From an optimization exercise on the open Yosys and OpenROAD flow, aimed at small area, a short achievable clock period and few clock cycles per item; shortcuts taken in it are not production practice. The RTL was checked by simulation tests, not by an equivalence proof against the original design.

==> inputs of 08-04 <==
==> flow/design.v (excerpt) <==
module net_4_8_12_16_16_1_10(clk, reset, input_valid, input_ready, input_data, output_valid, output_ready, output_data);
Settings: LEC_CHECK=0, CAP_MARGIN=20, CORE_MARGIN=2, CORE_UTILIZATION=40, SETUP_SLACK_MARGIN=4.5, SLEW_MARGIN=20; clock period 8.0 ns.
run.sh (not shown) runs the stock make flow with config.mk's settings and CLKGATE_MAP_FILE= SYNTH_SCRIPT=/design/flow/synth_recipe.tcl, a recipe that flattens the netlist after the stock synthesis.
==> inputs of 02-06, as changes to 08-04 <==
--- a/flow/config.mk
+++ b/flow/config.mk
@@ -9,4 +9,4 @@
 export CORE_MARGIN = 2
 export CORE_UTILIZATION = 40
-export SETUP_SLACK_MARGIN = 4.5
+export SETUP_SLACK_MARGIN = 4.8
 export SLEW_MARGIN = 20
==> comparison <==
- 02-06 passed the timing, design-rule and antenna checks. 08-04 finished with timing, DRC and antenna clean.
- Against 08-04, the non-clock buffer count of 02-06 is higher by 290.
- Clock skew: 02-06 is lower than 08-04 (0.0037 ns).
- Between 08-04 and 02-06, the lower worst setup slack is in 08-04 (gap 0.0085 ns).
Testbench counts of 08-04, summed over its fixed seeds: cycles 15,792, items 960.
Testbench counts of 02-06, summed over its fixed seeds: cycles 15,792, items 960.

========
==> inputs of sierra <==
Another version of the RTL of net_4_8_12_16_16_1_10 (not shown whole).
Settings: LEC_CHECK=0, CAP_MARGIN=20, CORE_MARGIN=2, CORE_UTILIZATION=65, PLACE_DENSITY=0.75, SETUP_SLACK_MARGIN=4.5, SLEW_MARGIN=20; clock period 8.0 ns.
==> lagoon: changes against sierra <==
- CORE_UTILIZATION: 65 -> 40
- PLACE_DENSITY: 0.75 -> default
- SETUP_SLACK_MARGIN: 4.5 -> 5
==> comparison <==
lagoon finished clean. sierra completed without violations. Of sierra and lagoon, lagoon has the higher maximum frequency (gap 4.1%, measured against lagoon). Clock-buffer cell count: sierra is lower than lagoon (15). Critical path depth: sierra is lower than lagoon (2). Against lagoon, the global-route usage of sierra is higher by 10 points. In synthesized cell count, lagoon and sierra do not differ. In sierra the wire length is lower than in lagoon, by 10%.
Testbench counts of sierra, summed over its fixed seeds: cycles 15,664, items 960.
Testbench counts of lagoon, summed over its fixed seeds: cycles 15,664, items 960.

========
==> job 5954 <==
RTL: one of the versions met above, not the one the previous note started from.
Settings: LEC_CHECK=0, CAP_MARGIN=20, CORE_MARGIN=2, CORE_UTILIZATION=40, CTS_CLUSTER_DIAMETER=100, CTS_CLUSTER_SIZE=22, SETUP_SLACK_MARGIN=4.5, SLEW_MARGIN=20; clock period 8.0 ns.
==> job 9031 (differences from job 5954) <==
--- a/flow/config.mk
+++ b/flow/config.mk
@@ -7,8 +7,7 @@
 export LEC_CHECK = 0
 export CAP_MARGIN = 20
 export CORE_MARGIN = 2
-export CORE_UTILIZATION = 40
-export CTS_CLUSTER_DIAMETER = 100
-export CTS_CLUSTER_SIZE = 22
+export CORE_UTILIZATION = 65
+export PLACE_DENSITY = 0.75
 export SETUP_SLACK_MARGIN = 4.5
 export SLEW_MARGIN = 20
==> qor summary <==
|  | job 9031 | job 5954 |
|---|---|---|
| Sequential cell area share | 40.14% | 40.71% |
| Met3 Routed Length | 18,260 µm | 12,990 µm |
| Vias per cell | 6.421 | 5.689 |
| Average wire length per cell after detail routing | 23.26 µm | 21.92 µm |
| Pre-CTS setup slack | 3.614 ns | 3.133 ns |
| Std-Cell Core Area | 0.1350 mm² | 0.2193 mm² |
| Global-route met3 utilization | 5.423% | 2.564% |
| Initial core utilization | 65.31% | 40.20% |
| Number of rows created at floorplan | 135 | 172 |
| Hold EP | fvs[2] | fvs[3] |
| Crit path setup slack, layout | 4.437 ns | 4.476 ns |
| Largest net degree at the start of global routing | 176 | 171 |
| Met2 global-route usage | 53.23% | 35.40% |
| Met1 routed wirelength after detailed routing | 94,330 µm | 104,900 µm |
| Fin Clk Skew | 0.02601 ns | 0.04584 ns |
| Run status | timing/DRC/antenna clean | timing/DRC/antenna clean |
| Routed WL | 236,400 µm | 243,500 µm |
| Area of placed instances | 0.08920 mm² | 0.09056 mm² |
| Die footprint | 0.1386 mm² | 0.2241 mm² |
| Antenna diode count | 8 | 6 |
| Worst path required time | 8.54 ns | 8.48 ns |
Testbench counts of job 5954, summed over its fixed seeds: cycles 15,792, items 960.
Testbench counts of job 9031, summed over its fixed seeds: cycles 15,792, items 960.

[static timing again, ports no longer ideal]
No port has a modelled driver above. Below, the same layouts with a new extraction and two added sets of constraints.
Step 1 assumes that a clkbuf_16 drives the clock port and a buf_2 every other input.
Step 2 times the ports against the registers' clock, not the clock port: input delays grow and output delays shrink by t, the midpoint of the rising clock arrivals with the driver on.
Slacks: ideal / step 1 / step 2; pairs: ideal / step 1.
run	t, ns	setup WS [ns]	hold WS [ns]
08-04	0.893	4.476 / 4.476 / 4.476	0.474 / 0.474 / 0.474
02-06	0.896	4.484 / 4.484 / 4.475	0.474 / 0.474 / 0.474
sierra	0.881	4.429 / 4.429 / 3.639	0.495 / 0.495 / 0.495
lagoon	0.913	4.575 / 4.575 / 4.058	0.482 / 0.482 / 0.482
job 5954	0.821	4.476 / 4.476 / 4.431	0.467 / 0.467 / 0.467
job 9031	0.879	4.437 / 4.437 / 4.437	0.456 / 0.456 / 0.456
After both steps every run listed still meets setup and hold. For sierra, which loses most, drivers alone change the setup slack by 0.000 ns; drivers and shift together by -0.790 ns.
